Context: an optimization exercise on an open-source flow, tuned for small area. The choices shown serve that exercise and are no tape-out recipe.
Function was checked by simulation only, so behaviour that the tests miss may differ from the original.
Power and IR drop assume default switching activity.

<file path="design/flow/flow/run.sh">
#!/bin/bash
# Standard layout, with the port buffers made from the smallest buffer cell
# (buf_1) and the clock tree built without dummy loads.
set -euo pipefail
export BUFFER_PORTS_ARGS="-buffer_cell sky130_fd_sc_hd__buf_1"
export CTS_ARGS="-sink_clustering_enable -repair_clock_nets -dont_use_dummy_load -buf_list sky130_fd_sc_hd__clkbuf_2 -sink_clustering_size 6 -sink_clustering_max_diameter 25"
bash standard.sh > standard.log 2>&1
</file>
<file path="design/flow/standard.sh">
#!/bin/bash
# synth_recipe.tcl (not shown) runs the flow's synth.tcl, then flattens the netlist and writes it again
# the make line also repeats each setting of config.mk as NAME=value (left out here)
make -C /OpenROAD-flow-scripts/flow DESIGN_CONFIG=/design/flow/config.mk WORK_HOME=/design/flow/orfs CLKGATE_MAP_FILE= SYNTH_SCRIPT=/design/flow/synth_recipe.tcl "${@:-finish}"
</file>
<file path="design/flow/config.mk">
export PLATFORM = sky130hd
export DESIGN_NAME = sha2in
export DESIGN_NICKNAME = sha2in
export VERILOG_FILES = /design/flow/design.v
export SDC_FILE = /design/flow/constraint.sdc
export NUM_CORES = 4
export LEC_CHECK = 0
export CAP_MARGIN = 20
export CORE_MARGIN = 2
export CORE_UTILIZATION = 40
export SLEW_MARGIN = 20
</file>
<file path="design/flow/constraint.sdc">
create_clock -name core_clock -period 4.0 [get_ports {clk}]
set_input_delay 0.8000 -clock core_clock [delete_from_list [all_inputs] [get_ports {clk}]]
set_output_delay 0.8000 -clock core_clock [all_outputs]
set_load 0.01 [all_outputs]
</file>
<file path="design/flow/design.v">
module sha2in(
  input clk,rst_b,lst_pkt,
  input [63:0] pkt,
  output [511:0] blk,
  output blk_val,msg_end
);
  reg d, z;
  reg [2:0] idx;       
  reg [15:0] n;        
  reg bv;
  reg [511:0] sr;
  wire last = &idx;
  wire mgln = ~d & z & last;
  wire [63:0] w = d ? pkt : {~z, 41'b0, mgln ? n : 16'b0, 6'b0};
  always @(posedge clk)
    sr <= {sr[447:0], w};
  assign blk = sr;
  always @(posedge clk or negedge rst_b)
    if (!rst_b) begin
      d <= 1'b1;
      z <= 1'b0;
      idx <= 3'd0;
      n <= 16'd0;
      bv <= 1'b0;
    end else begin
      idx <= idx + 3'd1;
      n <= n + {15'd0, d};
      bv <= last & ~(d & z);
      d <= d ? (z | ~lst_pkt) : (z & last);
      z <= z | ~d;
    end
  assign blk_val = bv;
  assign msg_end = bv & d & z;
endmodule
</file>
==> run_results.csv, run 1 <==
group,metric,value,unit
outcome,status,"complete, no violations",
layout,area_growth,29.89,%
placement,placed_cell_area,14260,um2
die,core_area,28700,um2
clocking,clk_path_buf_depth,3,
synthesis,async_flop_share,4.120,%
clocking,postCtsHoldBufs,26,
drt,wl_per_cell,18.30,um
die,dieHeight,174.5,um
clocking,cts_setup_buffers,0,
clocking,clkLatencyLatePin,0.92,ns
layout,fin_nets,1447,
layout,fin_area,15110,um2
synthesis,ys_warn_count,1,
flow_run,cap_viol_max_count,0,
timing,rsz0062_at_grt,"false",
clocking,cts_root_buf,"clkbuf_2",
clocking,cts_tree,"yes",
timing,fmax,334.2,MHz
timing,fin_crit_sh,74.80,%
critical_path,path_delay_family,"flip-flops",
drt,drt-pass1-iter-count,4,
layout,fillers,2559,
critical_path,crit_buf_inv,1,
synthesis,synth-edff-count,0,
critical_path,ff2ff_path_depth,5,
critical_path,crit_chain,"and3_1 > buf_1",
min_path,hold_path_end,"sr[12]",
timing,fin_skew,0.2110,ns
clocking,cts_resized,0,
power_and_ir_drop,power.density,579.6,nW/um2
critical_path,rr_endpoint,"n[12]",
layout,ff_latch_area,10800,um2
timing,tns,0,ns
die,io_pins,581,
global_route,antenna_found_initial,4,
global_route,grtUsageTotal,20.17,%
die,start_util,40.53,%
synthesis,ys.flop_type,"dfxtp_1",
critical_path,cp-end-kind,"output port",
layout,layout_common_cells,"buf_1 (579), dfxtp_1 (512), clkbuf_2 (116), and2_1 (47), dlygate4sd3_1 (26)",
global_route,grt_pass1_vias,7450,
critical_path,rrSetupSlack,1.92,ns
power_and_ir_drop,p_total,8.758,mW
drt,num_vias,7391,
critical_path,critPathMaxFanout,27,
timing,hold_viol,0,
timing,worst_pin_slew,0.6541,ns
drt,drcViolationCount,0,
min_path,holdCritPathClass,"in2reg",
global_route,grt_pass1_wl,45380,um
placement,place.gp.congestion,0.8833,
critical_path,crit_arrival,2.19,ns
die,row_count,62,
drt,top_layer,"met4",
critical_path,reg2reg_from,"d",
power_and_ir_drop,power.leakage,6.217,nW
drt,wl_met2,16270,um
global_route,grt_max_degree,47,
synthesis,ys_ff_latch,534,
clocking,htreeDepth,3,
clocking,cts_sinks,534,
critical_path,cp_slowest_stage_delay,0.87,ns
die,dieArea,30460,um2
placement,port-buffer-count,580,
clocking,clk_pin_slew,0.10,ns
layout,final_common_cell,"buf_1",
timing,slew_headroom,56.35,%
timing,min_period,2.992,ns
drt,final_antenna_net_count,0,
die,die_x,174.5,um
synthesis,synth.distinct_cells,22,
layout,layout-drive-gt1-share,8.813,%
synthesis,synth_seq_area_share,92.86,%
drt,wl,32210,um
drt,routedLengthMet1,12640,um
min_path,min_from,"pkt[12]",
timing,setup_viol,0,
drt,route.met3.wl,2557,um
drt,drtIter0Drc,227,
global_route,globalRouteOverflowTotal,0,
synthesis,postSynthAreaPerCell,17.65,um2
clocking,cts_buffers,116,
layout,multiInputGateArea,782.0,um2
synthesis,syn_area,11630,um2
synthesis,syn-num-nets,731,
synthesis,synth_cells,659,
critical_path,startpoint_type,"flop",
critical_path,critPathKind,"reg2out",
critical_path,required,3.20,ns
min_path,holdPathStages,2,
drt,via_per_inst,4.199,
critical_path,cp_slowest_cell,"dfstp_2",
timing,finalMaxSlewViolations,0,
placement,hpwlAfterDp,25280,um
power_and_ir_drop,peakVddDrop,0.0002710,V
[worst reg2reg max path, stage by stage (launching register included)]
cell and delay, ns:
dfstp_2 0.87, ha_1 0.26, ha_1 0.22, and4_4 0.26, nand3_1 0.10, xnor2_1 0.14
[state kept, by name (all words and copies together), names as in the netlist]
register,flops
bv,1
d,1
idx,3
n,16
sr,512
z,1
[per-layer routing]
metal / up-vias / global-route usage (%)
met3: 61 / 7.130
met2: 354 / 35.19
met1: 3450 / 22.56
met5: - / 0
li1: 3526 / -
met4: 0 / 7.882
[where the power goes]
group          switching [mW]  leakage [nW]  internal [mW]
Sequential              0.198          4.60           5.63
Clock                    1.66         0.482          0.750
Combinational           0.333          1.13          0.189
[cells in the mapped netlist, types with 4 or more instances]
cell / number / share of area [%]
dfxtp_1: 512 / 88
a22o_1: 16 / 1.2
and2_1: 47 / 2.5
ha_1: 5 / 0.54
xnor2_1: 9 / 0.68
dfrtp_1: 21 / 4.5
nand4_1: 4 / 0.22
xor2_1: 5 / 0.38
clkbuf_1: 6 / 0.19
nand3_1: 7 / 0.30
nand2_1: 6 / 0.19
[cell type report]
type	count	area share, %
Inverter	3	0.07453
Timing Repair Buffer	607	16.19
Clock buffer	116	3.842
Multi-Input combinational cell	113	5.176
Antenna cell	3	0.04969
Tap cell	384	3.180
Sequential cell	534	71.49
[through the flow]
step	utilization [%]	hold WS, ns	std cells	worst slack (ns)
final	52.64	0.1298	1760	1.008
after global routing	52.62	0.02041	1758	0.7622
after CTS	52.62	0.007081	1757	0.8677
after detailed placement	49.69	0.3330	1615	1.954
after global placement	49.68	0.3320	1615	1.935
after floorplan	-	0.3817	659	2.034
[cell families after synthesis]
logic type | count (synthesis) | share of synthesized area (%)
buffers and inverters | 12 | 0.4194
AOI/OAI and AO/OA | 20 | 1.398
xor gates and xnor gates | 14 | 1.054
adders and majority gates | 5 | 0.5378
and+or+nand+nor | 74 | 3.732
DFF | 534 | 92.86
[worst max path at each step]
stage | startpoint | endpoint | slack, ns | cells past startpoint
2_1_floorplan | d | msg_end | 2.03 | 3
3_3_place_gp | d | msg_end | 1.93 | 2
3_5_place_dp | d | msg_end | 1.95 | 2
4_1_cts | d | msg_end | 0.87 | 2
5_1_grt | d | msg_end | 0.76 | 2
6_report | d | msg_end | 1.01 | 2
==> run 2, diff against run 1 <==
==> design/flow/flow/run.sh (replaced) <==
#!/bin/bash
# Standard layout, with the port buffers made from the smallest buffer cell
# (buf_1) and the clock tree built without dummy loads.
set -euo pipefail
export BUFFER_PORTS_ARGS="-buffer_cell sky130_fd_sc_hd__buf_1"
export CTS_ARGS="-sink_clustering_enable -repair_clock_nets -dont_use_dummy_load -buf_list sky130_fd_sc_hd__clkbuf_4 -sink_clustering_size 12 -sink_clustering_max_diameter 55"
bash standard.sh > standard.log 2>&1
==> run_results.csv, run 2 <==
group,metric,value,unit
layout,largest_reg_flops,512,
layout,stdcell_count,1672,
clocking,cts_sinks,534,
timing,rsz0062_at_grt,"false",
synthesis,synth_top_area_share,88.11,%
outcome,status,"complete, no violations",
placement,place_ws,1.954,ns
clocking,cts_tree,"yes",
critical_path,crit_arrival,1.91,ns
critical_path,startpoint_type,"flop",
synthesis,synth_common_cells,"dfxtp_1 (512), and2_1 (47), dfrtp_1 (21)",
clocking,clk_path_buf_depth,3,
global_route,grt_pass1_vias,6772,
flow_run,cap_viol_max_count,0,
timing,slew_headroom,55.28,%
synthesis,synth-edff-count,0,
critical_path,crit_chain,"and3_1 > buf_1",
die,io_pins,581,
min_path,holdCritPathClass,"reg2reg",
die,dieHeight,174.5,um
critical_path,critPathMaxFanout,27,
drt,drt-pass1-iter-count,4,
global_route,globalRouteOverflowTotal,0,
timing,finalMaxSlewViolations,0,
die,start_util,40.53,%
synthesis,synth_seq_area_share,92.86,%
die,die_x,174.5,um
drt,drcViolationCount,0,
layout,layout_common_cells,"buf_1 (579), dfxtp_1 (512), clkbuf_4 (53), and2_1 (47), dfrtp_1 (21)",
placement,place.gp.congestion,0.8833,
synthesis,synth.distinct_cells,22,
timing,worst_pin_slew,0.6700,ns
timing,hold_viol,0,
drt,num_vias,6933,
timing,tns,0,ns
clocking,cts_resized,0,
timing,fmax,369.4,MHz
die,row_count,62,
drt,drtIter0Drc,236,
clocking,cts_buffers,53,
die,core_area,28700,um2
power_and_ir_drop,p_sw_share,23.85,%
clocking,cts_setup_buffers,0,
critical_path,critPathKind,"reg2out",
layout,final_common_cell,"buf_1",
timing,fin_ws,1.293,ns
layout,layout-drive-gt1-share,4.514,%
timing,fin_skew,0.06361,ns
layout,top_register,"sr",
drt,wl,31500,um
synthesis,ys.flop_type,"dfxtp_1",
layout,reg_top3,"sr (512), n (16), idx (3)",
placement,port-buffer-count,580,
timing,min_period,2.707,ns
drt,via_per_inst,4.147,
synthesis,async_flop_share,4.120,%
synthesis,netlist_top_cells_area,"dfxtp_1 (88%), dfrtp_1 (4.5%), and2_1 (2.5%)",
synthesis,ys_warn_count,1,
global_route,grt_max_degree,47,
synthesis,postSynthAreaPerCell,17.65,um2
critical_path,cp_slowest_cell,"dfstp_2",
global_route,grt_pass1_wl,43770,um
die,dieArea,30460,um2
synthesis,synth_top_area_cell,"dfxtp_1",
clocking,clk_pin_slew,0.12,ns
layout,fillers,2565,
timing,fin_crit_sh,67.68,%
layout,area_growth,26.17,%
synthesis,yosys.cell_count.top_type,"dfxtp_1",
power_and_ir_drop,p_switching,2.010,mW
synthesis,ys_ff_latch,534,
power_and_ir_drop,peakVddDrop,0.0003258,V
power_and_ir_drop,power.leakage,5.874,nW
clocking,htreeDepth,2,
timing,setup_viol,0,
critical_path,cp_slowest_stage_delay,0.86,ns
clocking,clkLatencyLatePin,0.70,ns
global_route,antenna_found_initial,4,
power_and_ir_drop,intPower,6.417,mW
global_route,grtUsageTotal,19.59,%
synthesis,syn_area,11630,um2
clocking,cts_root_buf,"clkbuf_4",
power_and_ir_drop,power.density,574.2,nW/um2
placement,place_inst,1615,
critical_path,cp-end-kind,"output port",
drt,wl_per_cell,18.84,um
power_and_ir_drop,clock_power_share,24.9,%
drt,final_antenna_net_count,0,
power_and_ir_drop,p_seq_share,69.2,%
placement,hpwlAfterDp,25280,um
layout,fin_nets,1359,
critical_path,required,3.20,ns
timing,worst_hold_slack,0.2937,ns
synthesis,synth_cells,659,
synthesis,syn-num-nets,731,
power_and_ir_drop,comb_power_share,6.0,%
-- run 2: cell types whose count changed in the layout (fill, tap and decap cells not counted) --
cell	change
clkbuf_4	+53
clkbuf_2	-116
dlygate4sd3_1	-25
-- run 2: area by class of cell --
| cell class | count | area, um2 | area share (%) |
|---|---|---|---|
| sequential | 534 | 10800 | 73.60 |
| clock buffer | 53 | 397.9 | 2.711 |
| multi-input combinational | 113 | 782.0 | 5.328 |
| tap | 384 | 480.5 | 3.274 |
| antenna | 3 | 7.507 | 0.05115 |
| inverter | 3 | 11.26 | 0.07673 |
| timing repair buffer | 582 | 2196 | 14.96 |
-- run 2: critical path: cells and delay by family (launching register included) --
kind          cells  cell delay [ns]
buf+inv           1             0.16
simple gates      1             0.24
flops             1             0.86
-- run 2: final timing paths --
kind                         start  endpoint  slack (ns)  depth (start not counted)
min in group asynchronous    rst_b     n[13]        0.60                          2
setup reg to reg                 d     n[10]        2.07                          5
hold / removal             sr[422]   sr[486]        0.29                          0
setup / recovery                 d   msg_end        1.29                          2
max in group asynchronous    rst_b         d        2.99                          2
hold reg to reg            sr[422]   sr[486]        0.29                          0
-- run 2: power by group through the flow --
stage | registers (mW) | logic [mW] | clock network, mW
after global routing | 5.87 | 0.543 | 2.37
final | 5.83 | 0.502 | 2.10
after detailed placement | 5.95 | 0.514 | 0
after floorplan | 6.03 | 0.0805 | 0
after CTS | 5.83 | 0.514 | 2.18
after global placement | 5.94 | 0.512 | 0
-- run 2: stage by stage --
step           cell area, um2  power (mW)  util, %
2_1_floorplan           11630       6.115        -
3_3_place_gp            14260       6.450    49.68
3_5_place_dp            14260       6.462    49.69
4_1_cts                 14670       8.520    51.11
5_1_grt                 14670       8.786    51.12
6_report                14680       8.427    51.13
-- run 2: logic make-up (layout without fill, tap and decap cells) --
| kind of cell | after synthesis | in the layout | share of synthesized area [%] |
|---|---|---|---|
| DFF | 534 | 534 | 92.86 |
| AOI/OAI and AO/OA | 20 | 20 | 1.398 |
| and+or+nand+nor | 74 | 74 | 3.732 |
| other | 0 | 3 | 0 |
| adders and majority gates | 5 | 5 | 0.5378 |
| xor gates and xnor gates | 14 | 14 | 1.054 |
| buffers and inverters | 12 | 638 | 0.4194 |
-- run 2: per-layer routing --
metal	track usage, %	part of all wire [%]
met5	0	0
met3	6.868	9.1
met4	5.903	2.4
met2	34.72	50
met1	22.17	38
-- run 2: repair_timing --
item	CTS	global route
endpoints found under the hold margin	11	0
endpoints found under the setup margin	0	0
hold buffers	1	0
==> run 3, diff against run 2 <==
==> design/flow/flow/run.sh (replaced) <==
#!/bin/bash
# Standard layout, with the port buffers made from the smallest buffer cell
# (buf_1) and the clock tree built without dummy loads.
set -euo pipefail
export BUFFER_PORTS_ARGS="-buffer_cell sky130_fd_sc_hd__buf_1"
export CTS_ARGS="-sink_clustering_enable -repair_clock_nets -dont_use_dummy_load -buf_list {sky130_fd_sc_hd__clkbuf_4 sky130_fd_sc_hd__clkbuf_8 sky130_fd_sc_hd__clkbuf_16}"
bash standard.sh > standard.log 2>&1
==> run_results.csv, run 3 <==
group,metric,value,unit
power_and_ir_drop,intPower,7.958,mW
timing,rsz0062_at_grt,"false",
layout,fillers,2468,
drt,via_per_inst,4.157,
synthesis,synth_top_family_by_area,"simple AND/OR/NAND/NOR gates",
critical_path,cp-end-kind,"output port",
synthesis,async_flop_share,4.120,%
drt,num_vias,6930,
clocking,cts_root_buf,"clkbuf_16",
timing,worst_pin_slew,0.6738,ns
critical_path,critPathMaxFanout,27,
synthesis,synth_seq_area_share,92.86,%
synthesis,synth_top_area_cell,"dfxtp_1",
drt,drtIter0Drc,248,
layout,fin_nets,1354,
power_and_ir_drop,p_switching,2.220,mW
clocking,clk_pin_slew,0.06,ns
placement,placed_cell_area,14260,um2
clocking,htreeDepth,2,
die,dieArea,30460,um2
die,io_pins,581,
drt,drt-pass1-iter-count,5,
layout,multiInputGateArea,782.0,um2
timing,min_period,2.571,ns
global_route,grt_pass1_wl,44230,um
timing,fin_skew,0.01460,ns
global_route,grt_max_degree,47,
critical_path,crit_arrival,1.77,ns
placement,hpwlAfterDp,25280,um
global_route,grt_pass1_vias,6823,
synthesis,ys.flop_type,"dfxtp_1",
clocking,cts_tree,"yes",
synthesis,synth-compound-area-share,1.398,%
timing,hold_viol,0,
timing,fin_crit_sh,64.27,%
synthesis,yosys.cell_count.top_type,"dfxtp_1",
global_route,globalRouteOverflowTotal,0,
synthesis,synth-edff-count,0,
placement,place.gp.congestion,0.8833,
synthesis,syn-num-nets,731,
synthesis,yosys.area_share.adder,0.5378,%
power_and_ir_drop,power.leakage,6.230,nW
layout,ff_latch_area,10800,um2
synthesis,synth.distinct_cells,22,
synthesis,ys_warn_count,1,
die,row_count,62,
timing,tns,0,ns
synthesis,synth_top_area_share,88.11,%
synthesis,synthXorXnorAreaFrac,1.054,%
global_route,grtUsageTotal,19.78,%
die,core_area,28700,um2
power_and_ir_drop,p_sw_share,21.81,%
synthesis,muxShareOfSynthArea,0,%
min_path,holdCritPathClass,"in2async",
layout,top_register,"sr",
power_and_ir_drop,comb_power_share,4.9,%
outcome,status,"complete, no violations",
placement,port-buffer-count,580,
timing,slew_headroom,55.03,%
synthesis,synth_common_cells,"dfxtp_1 (512), and2_1 (47), dfrtp_1 (21)",
power_and_ir_drop,clock_power_share,37.7,%
power_and_ir_drop,power.density,656.8,nW/um2
critical_path,required,3.20,ns
flow_run,cap_viol_max_count,0,
layout,layout_common_cells,"buf_1 (579), dfxtp_1 (512), clkbuf_16 (49), and2_1 (47), dfrtp_1 (21)",
synthesis,synth-simple-area-share,3.732,%
clocking,cts_setup_buffers,0,
clocking,cts_buffers,49,
clocking,cts_sinks,534,
layout,fin_area,15490,um2
layout,layout-drive-gt1-share,4.219,%
synthesis,ys_ff_latch,534,
drt,drcViolationCount,0,
synthesis,postSynthAreaPerCell,17.65,um2
synthesis,syn_area,11630,um2
die,die_x,174.5,um
die,dieHeight,174.5,um
power_and_ir_drop,p_seq_share,57.4,%
synthesis,synth_cells,659,
layout,largest_reg_flops,512,
critical_path,startpoint_type,"flop",
drt,wl_per_cell,19.12,um
drt,final_antenna_net_count,0,
layout,area_growth,33.20,%
clocking,clk_path_buf_depth,3,
global_route,antenna_found_initial,5,
timing,finalMaxSlewViolations,0,
layout,reg_top3,"sr (512), n (16), idx (3)",
drt,wl,31880,um
timing,setup_viol,0,
power_and_ir_drop,peakVddDrop,0.0003306,V
layout,final_common_cell,"buf_1",
clocking,postCtsHoldBufs,0,
synthesis,netlist_top_cells_area,"dfxtp_1 (88%), dfrtp_1 (4.5%), and2_1 (2.5%)",
die,start_util,40.53,%
timing,fmax,389.0,MHz
power_and_ir_drop,p_total,10.18,mW
critical_path,critPathKind,"reg2out",
clocking,clkLatencyLatePin,0.53,ns
clocking,cts_resized,0,
-- run 3: layer usage --
metal  vias to the layer above  part of all wire (%)  GRT usage [%]
li1                       3310                     -              -
met5                         -                     0              0
met1                      3248                    39          22.84
met2                       324                    50          34.34
met4                         0                   2.7          7.396
met3                        48                   8.0          6.321
-- run 3: worst max-delay path, stage by stage, from the launching register on --
cell	delay (ns)
dfstp_2	0.85
and3_1	0.24
buf_1	0.16
-- run 3: kinds of logic (layout without fill, tap and decap cells) --
| family | after synthesis | after routing |
|---|---|---|
| flip-flops | 534 | 534 |
| AO/OA/AOI/OAI | 20 | 20 |
| buffers and inverters | 12 | 633 |
| XOR/XNOR | 14 | 14 |
| other | 0 | 3 |
| adder cells (fa/ha/maj) | 5 | 5 |
| AND/OR/NAND/NOR | 74 | 74 |
-- run 3: per-stage QoR --
step	setup slack, ns	hold WS [ns]	util, %	instances
4_1_cts	1.374	0.2278	53.96	1664
3_5_place_dp	1.954	0.3330	49.69	1615
3_3_place_gp	1.935	0.3320	49.68	1615
5_1_grt	1.284	0.2522	53.98	1667
2_1_floorplan	2.034	0.3817	-	659
6_report	1.429	0.2366	53.98	1667
-- run 3: power by group through the flow --
stage | Combinational (mW) | Clock [mW] | Sequential (mW)
after global placement | 0.512 | 0 | 5.94
after detailed placement | 0.514 | 0 | 5.95
after floorplan | 0.0805 | 0 | 6.03
after CTS | 0.514 | 3.93 | 5.84
after global routing | 0.542 | 4.14 | 5.87
final | 0.502 | 3.84 | 5.84
-- run 3: path summary, 6_finish.rpt --
| path | endpoint | start | cells after the start | slack (ns) |
|---|---|---|---|---|
| min reg2reg | sr[225] | sr[161] | 0 | 0.33 |
| min | n[10] | rst_b | 1 | 0.24 |
| max reg2reg | n[10] | d | 5 | 2.02 |
| min in group core_clock | sr[225] | sr[161] | 0 | 0.33 |
| max | msg_end | d | 2 | 1.43 |
| max in group asynchronous | d | rst_b | 1 | 3.40 |
-- run 3: area by class of cell --
type | instances | share of cell area (%)
repair buffers | 581 | 14.11
diodes | 3 | 0.04845
well taps | 384 | 3.101
flip-flops and latches | 534 | 69.71
multi-input cells | 113 | 5.047
inverters | 3 | 0.07267
clock buffers | 49 | 7.913
==> run 4, diff against run 3 <==
==> design/flow/flow/run.sh (replaced) <==
#!/bin/bash
# Standard layout, with the port buffers made from the smallest buffer cell
# (buf_1) and the clock tree built without dummy loads.
set -euo pipefail
export BUFFER_PORTS_ARGS="-buffer_cell sky130_fd_sc_hd__buf_1"
export CTS_ARGS="-sink_clustering_enable -repair_clock_nets -dont_use_dummy_load -buf_list sky130_fd_sc_hd__clkbuf_8 -sink_clustering_size 24 -sink_clustering_max_diameter 40"
bash standard.sh > standard.log 2>&1
--- a/design/flow/config.mk
+++ b/design/flow/config.mk
@@ -10,2 +10,3 @@
 export CORE_UTILIZATION = 40
+export PLACE_DENSITY = 0.9
 export SLEW_MARGIN = 20
==> run_results.csv, run 4 <==
group,metric,value,unit
die,dieHeight,174.5,um
drt,num_vias,7165,
clocking,clk_path_buf_depth,3,
timing,tns,0,ns
critical_path,cp_slowest_stage_delay,1.00,ns
timing,fin_skew,0.06579,ns
layout,diodes,0,
critical_path,critPathMaxFanout,43,
power_and_ir_drop,p_seq_share,65.8,%
layout,largest_reg_flops,512,
die,start_util,40.53,%
critical_path,rrSetupSlack,1.84,ns
drt,wl_per_cell,18.83,um
clocking,clkLatencyLatePin,0.57,ns
synthesis,synth_seq_area_share,92.86,%
global_route,globalRouteOverflowTotal,0,
placement,hpwlAfterDp,24780,um
die,row_count,62,
drt,drcViolationCount,0,
synthesis,postSynthAreaPerCell,17.65,um2
drt,drtIter0Drc,220,
power_and_ir_drop,intPower,6.855,mW
power_and_ir_drop,p_sw_share,23.13,%
critical_path,reg2reg_from,"d",
synthesis,synth_common_cells,"dfxtp_1 (512), and2_1 (47), dfrtp_1 (21)",
clocking,cts_tree,"yes",
critical_path,cp-endpoint,"msg_end",
synthesis,ys.flop_type,"dfxtp_1",
timing,hold_viol,0,
power_and_ir_drop,comb_power_share,5.4,%
synthesis,synth_top_area_share,88.11,%
clocking,cts_resized,0,
outcome,status,"complete, no violations",
power_and_ir_drop,p_total,8.917,mW
power_and_ir_drop,power.leakage,5.964,nW
global_route,grtUsageTotal,19.14,%
global_route,grt_pass1_vias,7225,
synthesis,ys_warn_count,1,
placement,place_ws,1.785,ns
critical_path,critPathKind,"reg2out",
critical_path,crit_arrival,1.96,ns
min_path,holdCritPathClass,"in2async",
timing,slew_headroom,51.44,%
clocking,postCtsHoldBufs,0,
timing,finalMaxSlewViolations,0,
placement,port-buffer-count,580,
critical_path,crit_chain,"and3_1 > buf_1",
global_route,antenna_found_initial,0,
critical_path,cp-end-kind,"output port",
timing,setup_viol,0,
placement,placed_cell_area,14260,um2
clocking,clk_pin_slew,0.10,ns
critical_path,required,3.20,ns
clocking,cts_root_buf,"clkbuf_8",
timing,worst_pin_slew,0.7284,ns
critical_path,ff2ff_path_depth,5,
timing,fin_crit_sh,69.10,%
layout,top_register,"sr",
synthesis,synth.distinct_cells,22,
critical_path,rr_endpoint,"n[14]",
placement,place.gp.congestion,0.9016,
clocking,htreeDepth,2,
synthesis,yosys.cell_count.top_type,"dfxtp_1",
synthesis,async_flop_share,4.120,%
layout,fillers,2374,
layout,layout_common_cells,"buf_1 (579), dfxtp_1 (512), and2_1 (47), clkbuf_8 (47), dfrtp_1 (21)",
layout,area_growth,28.16,%
layout,layout-drive-gt1-share,4.069,%
synthesis,synth_cells,659,
timing,fin_ws,1.236,ns
timing,min_period,2.764,ns
synthesis,synth_top_area_cell,"dfxtp_1",
drt,wl,31300,um
power_and_ir_drop,clock_power_share,28.8,%
critical_path,path_delay_family,"flip-flops",
timing,fmax,361.8,MHz
layout,fin_nets,1352,
layout,utilization,51.94,%
layout,reg_top3,"sr (512), n (16), idx (3)",
power_and_ir_drop,power.density,598.1,nW/um2
clocking,cts_setup_buffers,0,
die,io_pins,581,
synthesis,synth-edff-count,0,
drt,final_antenna_net_count,0,
die,dieArea,30460,um2
clocking,cts_sinks,534,
timing,rsz0062_at_grt,"false",
flow_run,cap_viol_max_count,0,
die,core_area,28700,um2
global_route,grt_max_degree,44,
clocking,cts_buffers,47,
synthesis,ys_ff_latch,534,
layout,final_common_cell,"buf_1",
synthesis,syn_area,11630,um2
synthesis,syn-num-nets,731,
power_and_ir_drop,p_switching,2.063,mW
power_and_ir_drop,peakVddDrop,0.0003936,V
die,die_x,174.5,um
critical_path,cp.depth,2,
critical_path,startpoint_type,"flop",
drt,via_per_inst,4.311,
critical_path,cp_slowest_cell,"dfstp_2",
drt,drt-pass1-iter-count,6,
critical_path,cp-startpoint,"d",
critical_path,crit_buf_inv,1,
global_route,grt_pass1_wl,43920,um
synthesis,netlist_top_cells_area,"dfxtp_1 (88%), dfrtp_1 (4.5%), and2_1 (2.5%)",
layout,fin_area,14910,um2
-- run 4: cell families (layout without fill, tap and decap cells) --
logic type / after synthesis / count (layout) / synth area share, %
AOI/OAI and AO/OA: 20 / 20 / 1.398
DFF: 534 / 534 / 92.86
xor gates and xnor gates: 14 / 14 / 1.054
buffers and inverters: 12 / 631 / 0.4194
adders and majority gates: 5 / 5 / 0.5378
and+or+nand+nor: 74 / 74 / 3.732
-- run 4: power groups by stage --
stage	clock network, mW	registers, mW	logic (mW)
after floorplan	0	6.03	0.0805
after global routing	2.82	5.89	0.522
after CTS	2.63	5.86	0.493
after detailed placement	0	5.98	0.491
after global placement	0	5.96	0.474
final	2.57	5.86	0.485
-- run 4: worst min path at each step --
| stage | cells past startpoint | slack, ns | to |
|---|---|---|---|
| floorplan | 0 | 0.38 | sr[100] |
| global placement | 0 | 0.33 | sr[360] |
| detailed placement | 0 | 0.33 | sr[288] |
| CTS | 0 | 0.28 | sr[94] |
| global route | 1 | 0.18 | n[9] |
| finish | 1 | 0.19 | n[13] |
-- run 4: routing by layer --
metal	vias up	share of wire [%]	GRT usage, %
met1	3413	37	21.14
met5	-	0	0
met2	374	52	34.66
li1	3296	-	-
met3	82	7.3	5.052
met4	0	3.7	8.160
-- run 4: per-stage QoR --
step,cells,hold slack [ns]
after CTS,1662,0.2818
final,1662,0.1912
after floorplan,659,0.3817
after detailed placement,1615,0.3342
after global placement,1615,0.3316
after global routing,1662,0.1839
-- run 4: area by class of cell --
type | instances | area, um2 | share of cell area (%)
flip-flops and latches | 534 | 10800 | 72.46
clock buffers | 47 | 646.9 | 4.339
well taps | 384 | 480.5 | 3.223
multi-input cells | 113 | 782.0 | 5.246
inverters | 3 | 11.26 | 0.07554
repair buffers | 581 | 2186 | 14.66
-- run 4: worst reg2reg max path: cells and delay by family (launching register included) --
family	cells	cell delay, ns
simple gates	2	0.37
flops	1	1.00
xor+xnor	1	0.14
fa+ha+maj	2	0.54
==> run 5, diff against run 4 <==
==> design/flow/flow/run.sh (replaced) <==
#!/bin/bash
# Standard layout, with the port buffers made from the smallest buffer cell
# (buf_1) and the clock tree built without dummy loads.
set -euo pipefail
export BUFFER_PORTS_ARGS="-buffer_cell sky130_fd_sc_hd__buf_1"
export CTS_ARGS="-sink_clustering_enable -repair_clock_nets -dont_use_dummy_load -buf_list sky130_fd_sc_hd__clkbuf_4 -sink_clustering_size 12 -sink_clustering_max_diameter 40"
bash standard.sh > standard.log 2>&1
==> run_results.csv, run 5 <==
group,metric,value,unit
min_path,holdCritPathClass,"in2async",
timing,hold_viol,0,
placement,port-buffer-count,580,
clocking,clk_pin_slew,0.12,ns
critical_path,critPathMaxFanout,43,
clocking,htreeDepth,2,
timing,fin_crit_sh,72.78,%
placement,place.gp.congestion,0.9016,
synthesis,postSynthAreaPerCell,17.65,um2
timing,min_period,2.911,ns
power_and_ir_drop,p_switching,2.025,mW
synthesis,synthXorXnorAreaFrac,1.054,%
timing,fin_skew,0.06289,ns
synthesis,synth_seq_area_share,92.86,%
timing,finalMaxSlewViolations,0,
outcome,status,"complete, no violations",
critical_path,critPathKind,"reg2out",
die,dieArea,30460,um2
synthesis,synth_cells,659,
critical_path,rrSetupSlack,1.82,ns
drt,via_per_inst,4.314,
die,io_pins,581,
critical_path,rr_endpoint,"n[10]",
power_and_ir_drop,comb_power_share,5.7,%
die,core_area,28700,um2
drt,final_antenna_net_count,0,
critical_path,ff2ff_path_depth,5,
power_and_ir_drop,clock_power_share,25.2,%
layout,reg_top3,"sr (512), n (16), idx (3)",
drt,drt-pass1-iter-count,4,
clocking,cts_buffers,57,
placement,hpwlAfterDp,24780,um
global_route,grt_max_degree,44,
drt,wl,31170,um
synthesis,ys.flop_type,"dfxtp_1",
synthesis,yosys.area_share.adder,0.5378,%
layout,final_common_cell,"buf_1",
power_and_ir_drop,p_sw_share,23.87,%
timing,setup_viol,0,
critical_path,crit_arrival,2.11,ns
critical_path,cp_slowest_cell,"dfstp_2",
power_and_ir_drop,p_total,8.486,mW
global_route,grt_pass1_wl,44150,um
synthesis,synth_top_area_share,88.11,%
clocking,cts_setup_buffers,0,
layout,largest_reg_flops,512,
power_and_ir_drop,power.leakage,5.889,nW
layout,layout_common_cells,"buf_1 (579), dfxtp_1 (512), clkbuf_4 (57), and2_1 (47), dfrtp_1 (21)",
die,dieHeight,174.5,um
clocking,cts_sinks,534,
clocking,clk_path_buf_depth,3,
die,row_count,62,
drt,drtIter0Drc,278,
timing,rsz0062_at_grt,"false",
clocking,cts_root_buf,"clkbuf_4",
clocking,postCtsHoldBufs,0,
synthesis,synth.distinct_cells,22,
synthesis,netlist_top_cells_area,"dfxtp_1 (88%), dfrtp_1 (4.5%), and2_1 (2.5%)",
critical_path,crit_chain,"and3_1 > buf_1",
global_route,antenna_found_initial,1,
timing,worst_pin_slew,0.7342,ns
layout,layout-drive-gt1-share,4.814,%
synthesis,ys_ff_latch,534,
clocking,cts_resized,0,
critical_path,reg2reg_from,"d",
synthesis,synth_top_area_cell,"dfxtp_1",
clocking,clkLatencyLatePin,0.69,ns
timing,tns,0,ns
die,start_util,40.53,%
synthesis,async_flop_share,4.120,%
power_and_ir_drop,peakVddDrop,0.0003516,V
synthesis,synth_common_cells,"dfxtp_1 (512), and2_1 (47), dfrtp_1 (21)",
layout,fin_nets,1362,
global_route,globalRouteOverflowTotal,0,
synthesis,syn-num-nets,731,
critical_path,startpoint_type,"flop",
timing,fmax,343.5,MHz
drt,wl_per_cell,18.62,um
synthesis,yosys.cell_count.top_type,"dfxtp_1",
synthesis,synth_top_family_by_area,"simple AND/OR/NAND/NOR gates",
die,die_x,174.5,um
synthesis,syn_area,11630,um2
layout,top_register,"sr",
critical_path,cp-startpoint,"d",
synthesis,synth-edff-count,0,
synthesis,muxShareOfSynthArea,0,%
power_and_ir_drop,intPower,6.461,mW
timing,slew_headroom,51.05,%
synthesis,synth-compound-area-share,1.398,%
power_and_ir_drop,p_seq_share,69.1,%
critical_path,cp-end-kind,"output port",
drt,num_vias,7221,
power_and_ir_drop,power.density,577.5,nW/um2
flow_run,cap_viol_max_count,0,
global_route,grt_pass1_vias,7361,
layout,area_growth,26.32,%
critical_path,cp_slowest_stage_delay,1.02,ns
synthesis,synth-simple-area-share,3.732,%
critical_path,required,3.20,ns
synthesis,ys_warn_count,1,
drt,drcViolationCount,0,
global_route,grtUsageTotal,19.18,%
layout,fillers,2421,
clocking,cts_tree,"yes",
[run 5: changes by cell type in the layout (fill, tap and decap cells not counted)]
| cell | change |
|---|---|
| clkbuf_4 | +57 |
| clkbuf_8 | -47 |
| diode_2 | +2 |
[run 5: through the flow]
step	cells	hold WS, ns	area (um2)	utilization, %	worst slack (ns)
4_1_cts	1672	0.1567	14690	51.17	0.9828
5_1_grt	1673	0.04104	14690	51.19	0.8600
3_5_place_dp	1615	0.3342	14260	49.68	1.785
6_report	1674	0.06733	14690	51.19	1.089
2_1_floorplan	659	0.3817	11630	-	2.034
3_3_place_gp	1615	0.3316	14260	49.68	1.822
[run 5: logic make-up (layout without fill, tap and decap cells)]
| family | Yosys count | in the layout |
|---|---|---|
| DFF | 534 | 534 |
| and+or+nand+nor | 74 | 74 |
| AOI/OAI and AO/OA | 20 | 20 |
| xor gates and xnor gates | 14 | 14 |
| buffers and inverters | 12 | 641 |
| adders and majority gates | 5 | 5 |
| other | 0 | 2 |
[run 5: power by group through the flow]
stage          Sequential [mW]  Clock [mW]  Combinational, mW
4_1_cts                   5.86        2.21              0.493
6_report                  5.86        2.14              0.485
5_1_grt                   5.89        2.42              0.522
2_1_floorplan             6.03           0             0.0805
3_3_place_gp              5.96           0              0.474
3_5_place_dp              5.98           0              0.491
[run 5: worst max-delay path by stage]
stage                     slack, ns       to
after floorplan                2.03  msg_end
after global placement         1.82  msg_end
after detailed placement       1.78  msg_end
after CTS                      0.98  msg_end
after global routing           0.86  msg_end
final                          1.09  msg_end
[run 5: area by class of cell]
type | instances | area (um2) | area share [%]
Sequential cell | 534 | 10800 | 73.51
Timing Repair Buffer | 581 | 2186 | 14.88
Multi-Input combinational cell | 113 | 782.0 | 5.322
Tap cell | 384 | 480.5 | 3.270
Clock buffer | 57 | 427.9 | 2.912
Inverter | 3 | 11.26 | 0.07663
Antenna cell | 2 | 5.005 | 0.03406
[run 5: metal layers]
metal / global-route usage, % / share of wire (%)
met5: 0 / 0
met4: 7.986 / 3.5
met3: 5.446 / 7.4
met2: 34.64 / 52
met1: 21.12 / 37
[run 5: critical path, delay by kind of cell (launching register included)]
family	cells	cell delay [ns]
DFF	1	1.02
and+or+nand+nor	1	0.26
buffers and inverters	1	0.16
==> run 6, diff against run 5 <==
--- a/design/flow/config.mk
+++ b/design/flow/config.mk
@@ -10,3 +10,2 @@
 export CORE_UTILIZATION = 40
-export PLACE_DENSITY = 0.9
 export SLEW_MARGIN = 20
==> run_results.csv, run 6 <==
group,metric,value,unit
outcome,status,"complete, no violations",
die,die_x,174.5,um
power_and_ir_drop,peakVddDrop,0.0003322,V
critical_path,required,3.20,ns
power_and_ir_drop,power.density,575.6,nW/um2
synthesis,synth-simple-area-share,3.732,%
layout,area_growth,26.26,%
synthesis,synth.distinct_cells,22,
timing,finalMaxSlewViolations,0,
critical_path,critPathMaxFanout,27,
synthesis,postSynthAreaPerCell,17.65,um2
power_and_ir_drop,clock_power_share,25.1,%
drt,num_vias,6941,
synthesis,synth-compound-area-share,1.398,%
drt,wl_per_cell,18.83,um
power_and_ir_drop,p_switching,2.004,mW
timing,rsz0062_at_grt,"false",
synthesis,yosys.cell_count.top_type,"dfxtp_1",
global_route,globalRouteOverflowTotal,0,
layout,fillers,2573,
placement,port-buffer-count,580,
min_path,holdCritPathClass,"in2async",
clocking,cts_setup_buffers,0,
placement,place.gp.congestion,0.8833,
synthesis,syn-num-nets,731,
die,dieHeight,174.5,um
timing,hold_viol,0,
global_route,grt_pass1_vias,6815,
critical_path,startpoint_type,"flop",
drt,final_antenna_net_count,0,
placement,place_ws,1.954,ns
critical_path,crit_arrival,1.91,ns
layout,reg_top3,"sr (512), n (16), idx (3)",
clocking,clk_path_buf_depth,3,
synthesis,syn_area,11630,um2
global_route,grt_pass1_wl,43860,um
flow_run,cap_viol_max_count,0,
global_route,grtUsageTotal,19.60,%
critical_path,cp-end-kind,"output port",
power_and_ir_drop,p_sw_share,23.71,%
placement,hpwlAfterDp,25280,um
clocking,clk_pin_slew,0.11,ns
synthesis,ys_warn_count,1,
drt,drcViolationCount,0,
timing,fin_crit_sh,67.76,%
drt,route.met3.wl,2724,um
synthesis,synth_top_area_share,88.11,%
clocking,clkLatencyLatePin,0.70,ns
synthesis,netlist_top_cells_area,"dfxtp_1 (88%), dfrtp_1 (4.5%), and2_1 (2.5%)",
drt,drt-pass1-iter-count,4,
die,io_pins,581,
power_and_ir_drop,p_seq_share,69.0,%
power_and_ir_drop,power.leakage,5.884,nW
die,start_util,40.53,%
clocking,cts_buffers,56,
layout,final_common_cell,"buf_1",
timing,worst_hold_slack,0.04586,ns
drt,drtIter0Drc,239,
drt,via_per_inst,4.149,
critical_path,cp_slowest_stage_delay,0.87,ns
drt,wl_met2,15750,um
synthesis,ys.flop_type,"dfxtp_1",
power_and_ir_drop,comb_power_share,5.9,%
clocking,htreeDepth,2,
synthesis,muxShareOfSynthArea,0,%
timing,setup_viol,0,
timing,fmax,369.0,MHz
drt,top_layer,"met4",
synthesis,synth_seq_area_share,92.86,%
synthesis,synth_common_cells,"dfxtp_1 (512), and2_1 (47), dfrtp_1 (21)",
layout,layout-drive-gt1-share,4.740,%
clocking,cts_tree,"yes",
layout,largest_reg_flops,512,
timing,worst_pin_slew,0.6653,ns
synthesis,async_flop_share,4.120,%
timing,fin_skew,0.08395,ns
power_and_ir_drop,intPower,6.450,mW
critical_path,cp_slowest_cell,"dfstp_2",
drt,routedLengthMet1,12300,um
clocking,cts_resized,0,
clocking,postCtsHoldBufs,0,
synthesis,synthXorXnorAreaFrac,1.054,%
drt,wl,31510,um
global_route,grt_max_degree,47,
die,core_area,28700,um2
synthesis,yosys.area_share.adder,0.5378,%
clocking,cts_root_buf,"clkbuf_4",
clocking,cts_sinks,534,
synthesis,synth_top_area_cell,"dfxtp_1",
layout,fin_nets,1361,
critical_path,crit_chain,"and3_1 > buf_1",
global_route,antenna_found_initial,4,
layout,top_register,"sr",
die,row_count,62,
power_and_ir_drop,p_total,8.454,mW
die,dieArea,30460,um2
synthesis,synth_cells,659,
synthesis,synth_top_family_by_area,"simple AND/OR/NAND/NOR gates",
timing,slew_headroom,55.60,%
synthesis,synth-edff-count,0,
critical_path,critPathKind,"reg2out",
synthesis,ys_ff_latch,534,
timing,min_period,2.710,ns
timing,tns,0,ns
timing,fin_ws,1.290,ns
layout,layout_common_cells,"buf_1 (579), dfxtp_1 (512), clkbuf_4 (56), and2_1 (47), dfrtp_1 (21)",
-- run 6: cell counts after synthesis --
No cell type changed its count.
-- run 6: cells by family after synthesis --
group,after synthesis
AO/OA/AOI/OAI,20
XOR/XNOR,14
adder cells (fa/ha/maj),5
buffers and inverters,12
flip-flops,534
AND/OR/NAND/NOR,74
-- run 6: worst paths after layout --
path                          from       to  slack, ns  depth (start not counted)
max                              d  msg_end       1.29                          2
min                          rst_b    n[10]       0.05                          1
max reg2reg                      d    n[14]       2.07                          5
min reg2reg                sr[152]  sr[216]       0.30                          0
max in group asynchronous    rst_b   idx[2]       3.53                          1
min in group core_clock    pkt[61]   sr[61]       0.30                          2
-- run 6: layout make-up --
type,count,area [um2],share of cell area (%)
clock buffer,56,420.4,2.862
antenna,2,5.005,0.03408
sequential,534,10800,73.55
timing repair buffer,581,2186,14.88
tap,384,480.5,3.271
inverter,3,11.26,0.07667
multi-input combinational,113,782.0,5.325
-- run 6: critical path: cells and delay by family, from the launching register on --
kind,cells,cell delay (ns)
buffers and inverters,1,0.16
flip-flops,1,0.87
AND/OR/NAND/NOR,1,0.24
-- run 6: stage by stage --
stage / std cells / util (%) / instance area, um2
floorplan: 659 / - / 11630
global placement: 1615 / 49.68 / 14260
detailed placement: 1615 / 49.69 / 14260
CTS: 1671 / 51.15 / 14680
global route: 1672 / 51.16 / 14680
finish: 1673 / 51.17 / 14690
-- run 6: routing by layer --
| layer | vias to the layer above | global-route usage, % |
|---|---|---|
| li1 | 3337 | - |
| met1 | 3216 | 22.23 |
| met2 | 329 | 34.54 |
| met3 | 59 | 7.021 |
| met4 | 0 | 6.042 |
| met5 | - | 0 |
-- run 6: power groups by stage --
| stage | logic (mW) | registers, mW | clock network [mW] |
|---|---|---|---|
| after floorplan | 0.0805 | 6.03 | 0 |
| after global placement | 0.512 | 5.94 | 0 |
| after detailed placement | 0.514 | 5.95 | 0 |
| after CTS | 0.514 | 5.83 | 2.21 |
| after global routing | 0.542 | 5.87 | 2.42 |
| final | 0.502 | 5.83 | 2.12 |
==> run 7, diff against run 6 <==
==> design/flow/flow/run.sh (replaced) <==
#!/bin/bash
# Standard layout, with the port buffers made from the smallest buffer cell
# (buf_1) and the clock tree built without dummy loads.
set -euo pipefail
export BUFFER_PORTS_ARGS="-buffer_cell sky130_fd_sc_hd__buf_1"
export CTS_ARGS="-sink_clustering_enable -dont_use_dummy_load -buf_list sky130_fd_sc_hd__clkbuf_4 -sink_clustering_size 12 -sink_clustering_max_diameter 40"
bash standard.sh > standard.log 2>&1
==> run_results.csv, run 7 <==
group,metric,value,unit
timing,worst_pin_slew,0.6653,ns
outcome,status,"complete, no violations",
clocking,cts_root_buf,"clkbuf_4",
global_route,globalRouteOverflowTotal,0,
clocking,cts_buffers,56,
synthesis,ys_ff_latch,534,
synthesis,async_flop_share,4.120,%
die,dieArea,30460,um2
drt,num_vias,6941,
placement,hpwlAfterDp,25280,um
synthesis,syn-num-nets,731,
clocking,postCtsHoldBufs,0,
power_and_ir_drop,power.density,575.6,nW/um2
die,start_util,40.53,%
synthesis,synth_top_area_share,88.11,%
synthesis,synth_cells,659,
drt,drt-pass1-iter-count,4,
timing,slew_headroom,55.60,%
global_route,grt_max_degree,47,
layout,largest_reg_flops,512,
drt,via_per_inst,4.149,
synthesis,synth_seq_area_share,92.86,%
layout,multiInputGateArea,782.0,um2
critical_path,critPathMaxFanout,27,
layout,area_growth,26.26,%
timing,fmax,369.0,MHz
drt,route.met3.wl,2724,um
timing,setup_viol,0,
global_route,grt_pass1_wl,43860,um
clocking,clk_pin_slew,0.11,ns
timing,finalMaxSlewViolations,0,
power_and_ir_drop,p_total,8.454,mW
placement,placed_cell_area,14260,um2
timing,tns,0,ns
clocking,htreeDepth,2,
synthesis,ys.flop_type,"dfxtp_1",
timing,rsz0062_at_grt,"false",
clocking,clk_path_buf_depth,3,
global_route,antenna_found_initial,4,
layout,layout-drive-gt1-share,4.740,%
synthesis,netlist_top_cells_area,"dfxtp_1 (88%), dfrtp_1 (4.5%), and2_1 (2.5%)",
min_path,holdCritPathClass,"in2async",
layout,ff_latch_area,10800,um2
timing,fin_crit_sh,67.76,%
synthesis,ys_warn_count,1,
synthesis,postSynthAreaPerCell,17.65,um2
drt,final_antenna_net_count,0,
timing,hold_viol,0,
drt,routedLengthMet1,12300,um
critical_path,crit_arrival,1.91,ns
layout,reg_top3,"sr (512), n (16), idx (3)",
die,die_x,174.5,um
drt,wl_per_cell,18.83,um
layout,fin_area,14690,um2
drt,top_layer,"met4",
synthesis,synth_common_cells,"dfxtp_1 (512), and2_1 (47), dfrtp_1 (21)",
placement,place.gp.congestion,0.8833,
placement,port-buffer-count,580,
layout,fillers,2573,
synthesis,synth_top_area_cell,"dfxtp_1",
synthesis,synth.distinct_cells,22,
clocking,cts_resized,0,
drt,drtIter0Drc,239,
synthesis,yosys.cell_count.top_type,"dfxtp_1",
layout,final_common_cell,"buf_1",
synthesis,syn_area,11630,um2
power_and_ir_drop,power.leakage,5.884,nW
global_route,grt_pass1_vias,6815,
layout,top_register,"sr",
drt,wl,31510,um
drt,drcViolationCount,0,
die,dieHeight,174.5,um
flow_run,cap_viol_max_count,0,
clocking,cts_tree,"yes",
drt,wl_met2,15750,um
timing,fin_skew,0.08395,ns
clocking,cts_sinks,534,
critical_path,required,3.20,ns
power_and_ir_drop,peakVddDrop,0.0003322,V
clocking,cts_setup_buffers,0,
die,io_pins,581,
synthesis,synth-edff-count,0,
layout,fin_nets,1361,
timing,min_period,2.710,ns
critical_path,cp-end-kind,"output port",
global_route,grtUsageTotal,19.60,%
layout,layout_common_cells,"buf_1 (579), dfxtp_1 (512), clkbuf_4 (56), and2_1 (47), dfrtp_1 (21)",
critical_path,startpoint_type,"flop",
die,core_area,28700,um2
critical_path,critPathKind,"reg2out",
die,row_count,62,
clocking,clkLatencyLatePin,0.70,ns
## run 7: cell counts after synthesis
Identical to the previous run, type by type.
## run 7: worst paths after layout
kind | startpoint | to | slack (ns) | cells after the start
worst max register to register | d | n[14] | 2.07 | 5
worst max-delay path | d | msg_end | 1.29 | 2
max in group asynchronous | rst_b | idx[2] | 3.53 | 1
min in group core_clock | pkt[61] | sr[61] | 0.30 | 2
worst min-delay path | rst_b | n[10] | 0.05 | 1
worst min register to register | sr[152] | sr[216] | 0.30 | 0
## run 7: critical path: stages, from the launching register on
cell and delay, ns:
dfstp_2 0.87, and3_1 0.24, buf_1 0.16
## run 7: cells by family after synthesis
group                      after synthesis  synth area share (%)
buffers and inverters                   12                0.4194
AOI/OAI and AO/OA                       20                 1.398
and+or+nand+nor                         74                 3.732
xor gates and xnor gates                14                 1.054
DFF                                    534                 92.86
adders and majority gates                5                0.5378
## run 7: final cells by class
class	count	share of cell area [%]
sequential	534	73.55
timing repair buffer	581	14.88
multi-input combinational	113	5.325
tap	384	3.271
clock buffer	56	2.862
inverter	3	0.07667
antenna	2	0.03408
## run 7: metrics by stage
stage          instances  hold slack (ns)  setup WS (ns)  util [%]
2_1_floorplan        659           0.3817          2.034         -
3_3_place_gp        1615           0.3320          1.935     49.68
3_5_place_dp        1615           0.3330          1.954     49.69
4_1_cts             1671         0.002962          1.177     51.15
5_1_grt             1672         0.005484          1.102     51.16
6_report            1673          0.04586          1.290     51.17
## run 7: report_power, final
part	internal, mW	leakage, nW	switching [mW]
registers	5.63	4.60	0.198
clock network	0.644	0.258	1.48
logic	0.173	1.02	0.329
## run 7: per-layer routing
metal | up-vias | track usage (%)
li1 | 3337 | -
met1 | 3216 | 22.23
met2 | 329 | 34.54
met3 | 59 | 7.021
met4 | 0 | 6.042
met5 | - | 0
==> run 8, diff against run 7 <==
==> design/flow/run.sh (new file) <==
#!/bin/bash
# synth_recipe.tcl (not shown) runs the flow's synth.tcl, then flattens the netlist and writes it again
# the make line also repeats each setting of config.mk as NAME=value (left out here)
make -C /OpenROAD-flow-scripts/flow DESIGN_CONFIG=/design/flow/config.mk WORK_HOME=/design/flow/orfs CLKGATE_MAP_FILE= SYNTH_SCRIPT=/design/flow/synth_recipe.tcl finish
--- a/design/flow/config.mk
+++ b/design/flow/config.mk
@@ -10,2 +10,5 @@
 export CORE_UTILIZATION = 40
+export CTS_BUF_LIST = sky130_fd_sc_hd__clkbuf_4
+export CTS_CLUSTER_DIAMETER = 30
+export CTS_CLUSTER_SIZE = 10
 export SLEW_MARGIN = 20
removed: design/flow/flow/run.sh
removed: design/flow/standard.sh
==> run_results.csv, run 8 <==
group,metric,value,unit
outcome,status,"complete, no violations",
synthesis,ys_ff_latch,534,
drt,drtIter0Drc,250,
layout,area_growth,64.99,%
drt,drcViolationCount,0,
synthesis,synth_seq_area_share,92.86,%
clocking,cts_setup_buffers,0,
clocking,clk_path_buf_depth,3,
power_and_ir_drop,comb_power_share,8.5,%
placement,hpwlAfterDp,29290,um
synthesis,synth_top_area_share,88.11,%
synthesis,netlist_top_cells_area,"dfxtp_1 (88%), dfrtp_1 (4.5%), and2_1 (2.5%)",
critical_path,required,3.20,ns
power_and_ir_drop,intPower,8.085,mW
timing,min_period,2.706,ns
layout,multiInputGateArea,782.0,um2
global_route,antenna_found_initial,2,
critical_path,crit_arrival,1.91,ns
global_route,grtUsageTotal,23.48,%
synthesis,syn-num-nets,731,
power_and_ir_drop,peakVddDrop,0.0003115,V
critical_path,cp_slowest_stage_delay,0.55,ns
synthesis,ys.flop_type,"dfxtp_1",
timing,fmax,369.5,MHz
layout,ff_latch_area,10800,um2
placement,place_ws,1.761,ns
clocking,cts_resized,0,
clocking,cts_sinks,534,
synthesis,yosys.cell_count.top_type,"dfxtp_1",
timing,fin_skew,0.04376,ns
layout,fin_nets,1392,
die,start_util,40.53,%
clocking,postCtsHoldBufs,0,
critical_path,startpoint_type,"flop",
synthesis,synth_common_cells,"dfxtp_1 (512), and2_1 (47), dfrtp_1 (21)",
synthesis,syn_area,11630,um2
power_and_ir_drop,p_switching,2.521,mW
clocking,htreeDepth,3,
layout,fillers,2183,
power_and_ir_drop,p_sw_share,23.77,%
layout,reg_top3,"sr (512), n (16), idx (3)",
critical_path,cp-end-kind,"output port",
layout,fin_area,19190,um2
synthesis,async_flop_share,4.120,%
synthesis,synth.distinct_cells,22,
clocking,cts_root_buf,"clkbuf_4",
layout,layout-drive-gt1-share,10.12,%
clocking,cts_tree,"yes",
flow_run,cap_viol_max_count,0,
synthesis,synth_top_area_cell,"dfxtp_1",
power_and_ir_drop,power.leakage,7.902,nW
die,row_count,62,
global_route,grt_max_degree,72,
synthesis,postSynthAreaPerCell,17.65,um2
timing,setup_viol,0,
synthesis,synth-edff-count,0,
layout,largest_reg_flops,512,
power_and_ir_drop,clock_power_share,36.5,%
synthesis,ys_warn_count,1,
drt,drt-pass1-iter-count,4,
synthesis,synth_cells,659,
critical_path,cp-startpoint,"d",
placement,place_inst,1615,
power_and_ir_drop,power.density,552.6,nW/um2
timing,slew_headroom,54.56,%
layout,layout_common_cells,"clkdlybuf4s50_1 (579), dfxtp_1 (512), clkbuf_4 (92), and2_1 (47), dfrtp_1 (21)",
layout,final_common_cell,"clkdlybuf4s50_1",
min_path,holdCritPathClass,"in2async",
layout,stdcell_count,1769,
global_route,grt_pass1_vias,7246,
placement,placed_cell_area,17890,um2
die,dieArea,30460,um2
die,core_area,28700,um2
die,die_x,174.5,um
placement,place.gp.congestion,0.8487,
timing,finalMaxSlewViolations,0,
critical_path,critPathKind,"reg2out",
global_route,globalRouteOverflowTotal,0,
clocking,clk_pin_slew,0.10,ns
clocking,clkLatencyLatePin,0.71,ns
timing,worst_pin_slew,0.6809,ns
critical_path,crit_chain,"and3_1 > clkdlybuf4s50_1",
critical_path,cp_slowest_cell,"clkdlybuf4s50_1",
drt,num_vias,7172,
die,dieHeight,174.5,um
drt,via_per_inst,4.054,
power_and_ir_drop,p_seq_share,54.9,%
placement,port-buffer-count,580,
timing,fin_ws,1.294,ns
layout,top_register,"sr",
drt,wl,36660,um
timing,hold_viol,0,
clocking,cts_buffers,87,
critical_path,critPathMaxFanout,2,
die,io_pins,581,
timing,rsz0062_at_grt,"false",
drt,final_antenna_net_count,0,
global_route,grt_pass1_wl,51000,um
drt,wl_per_cell,20.72,um
critical_path,reg2reg_from,"d",
timing,tns,0,ns
timing,fin_crit_sh,67.66,%
## run 8: cell counts after synthesis
No cell type changed its count.
## run 8: routing by layer
| layer | up-vias | wire (um) | GRT usage, % |
|---|---|---|---|
| met5 | - | 0 | 0 |
| met3 | 50 | 3477 | 10.04 |
| li1 | 3479 | - | - |
| met1 | 3324 | 13540 | 24.88 |
| met4 | 0 | 600 | 6.701 |
| met2 | 319 | 19040 | 42.44 |
## run 8: path summary, 6_finish.rpt
kind,to,slack (ns),cells past startpoint
max in group asynchronous,n[12],3.54,1
worst min register to register,sr[335],0.31,0
worst max-delay path,msg_end,1.29,2
worst max register to register,n[10],1.78,6
worst min-delay path,n[7],0.09,1
min in group core_clock,sr[335],0.31,0
## run 8: cells by family (layout without fill, tap and decap cells)
kind of cell               Yosys count  in the layout  share of synthesized area, %
AOI/OAI and AO/OA                   20             20                         1.398
xor gates and xnor gates            14             14                         1.054
adders and majority gates            5              5                        0.5378
buffers and inverters               12            737                        0.4194
DFF                                534            534                         92.86
other                                0              1                             0
and+or+nand+nor                     74             74                         3.732
## run 8: layout make-up
type	count	area share, %
Clock buffer	92	3.599
Sequential cell	534	56.28
Tap cell	384	2.503
Timing Repair Buffer	581	30.26
Clock inverter	61	3.208
Antenna cell	1	0.01304
Multi-Input combinational cell	113	4.075
Inverter	3	0.05867
## run 8: through the flow
| step | hold slack (ns) | power [mW] | utilization, % |
|---|---|---|---|
| after floorplan | 0.3817 | 6.115 | - |
| after global placement | 0.3306 | 6.862 | 62.32 |
| after detailed placement | 0.3338 | 6.865 | 62.32 |
| after CTS | 0.3159 | 10.74 | 66.87 |
| after global routing | 0.04786 | 11.06 | 66.87 |
| final | 0.09270 | 10.61 | 66.87 |
## run 8: power groups by stage
| stage | logic [mW] | registers, mW | clock network [mW] |
|---|---|---|---|
| 2_1_floorplan | 0.0805 | 6.03 | 0 |
| 3_3_place_gp | 0.925 | 5.94 | 0 |
| 3_5_place_dp | 0.921 | 5.94 | 0 |
| 4_1_cts | 0.923 | 5.83 | 4.00 |
| 5_1_grt | 0.945 | 5.87 | 4.25 |
| 6_report | 0.905 | 5.83 | 3.87 |
## run 8: critical path: cells and delay by family (launching register included)
family	cells	cell delay (ns)
flip-flops	1	0.54
buffers and inverters	1	0.55
AND/OR/NAND/NOR	1	0.15

-- what the ideal ports hide --
No port has a modelled driver above. Below, the same layouts with a new extraction and two added sets of constraints. Step 1: set_driving_cell puts a clkbuf_16 on clk and a buf_2 on each other input, an assumption about the parent block. Step 2 adds t to the input delays and takes it off the output delays; t is the mean of the earliest and latest rising clock arrival at the registers after step 1. Input paths then give back, and output paths get back, about the clock's delay inside the block. a / b / c = ideal / step 1 / step 2; a / b = the first two.
run | t (ns) | slack for setup (ns) | worst hold slack (ns) | worst data-port slew with drivers (ns) | cell pins on the clock port's net
run 1 | 0.861 | 1.008 / 0.962 / 1.823 | 0.130 / 0.114 / 0.162 | 0.11 | 1
run 2 | 0.713 | 1.293 / 1.243 / 1.956 | 0.294 / 0.275 / 0.294 | 0.12 | 1
run 3 | 0.572 | 1.429 / 1.375 / 1.947 | 0.237 / 0.222 / 0.334 | 0.12 | 1
run 4 | 0.583 | 1.236 / 1.195 / 1.778 | 0.191 / 0.185 / 0.281 | 0.10 | 1
run 5 | 0.698 | 1.089 / 1.050 / 1.748 | 0.067 / 0.064 / 0.283 | 0.10 | 1
run 6 | 0.705 | 1.290 / 1.240 / 1.945 | 0.046 / 0.029 / 0.302 | 0.11 | 1
run 7 | 0.705 | 1.290 / 1.240 / 1.945 | 0.046 / 0.029 / 0.302 | 0.11 | 1
run 8 | 0.732 | 1.294 / 1.249 / 1.784 | 0.093 / 0.077 / 0.307 | 0.13 | 1
After both steps setup and hold are still met in every run listed.
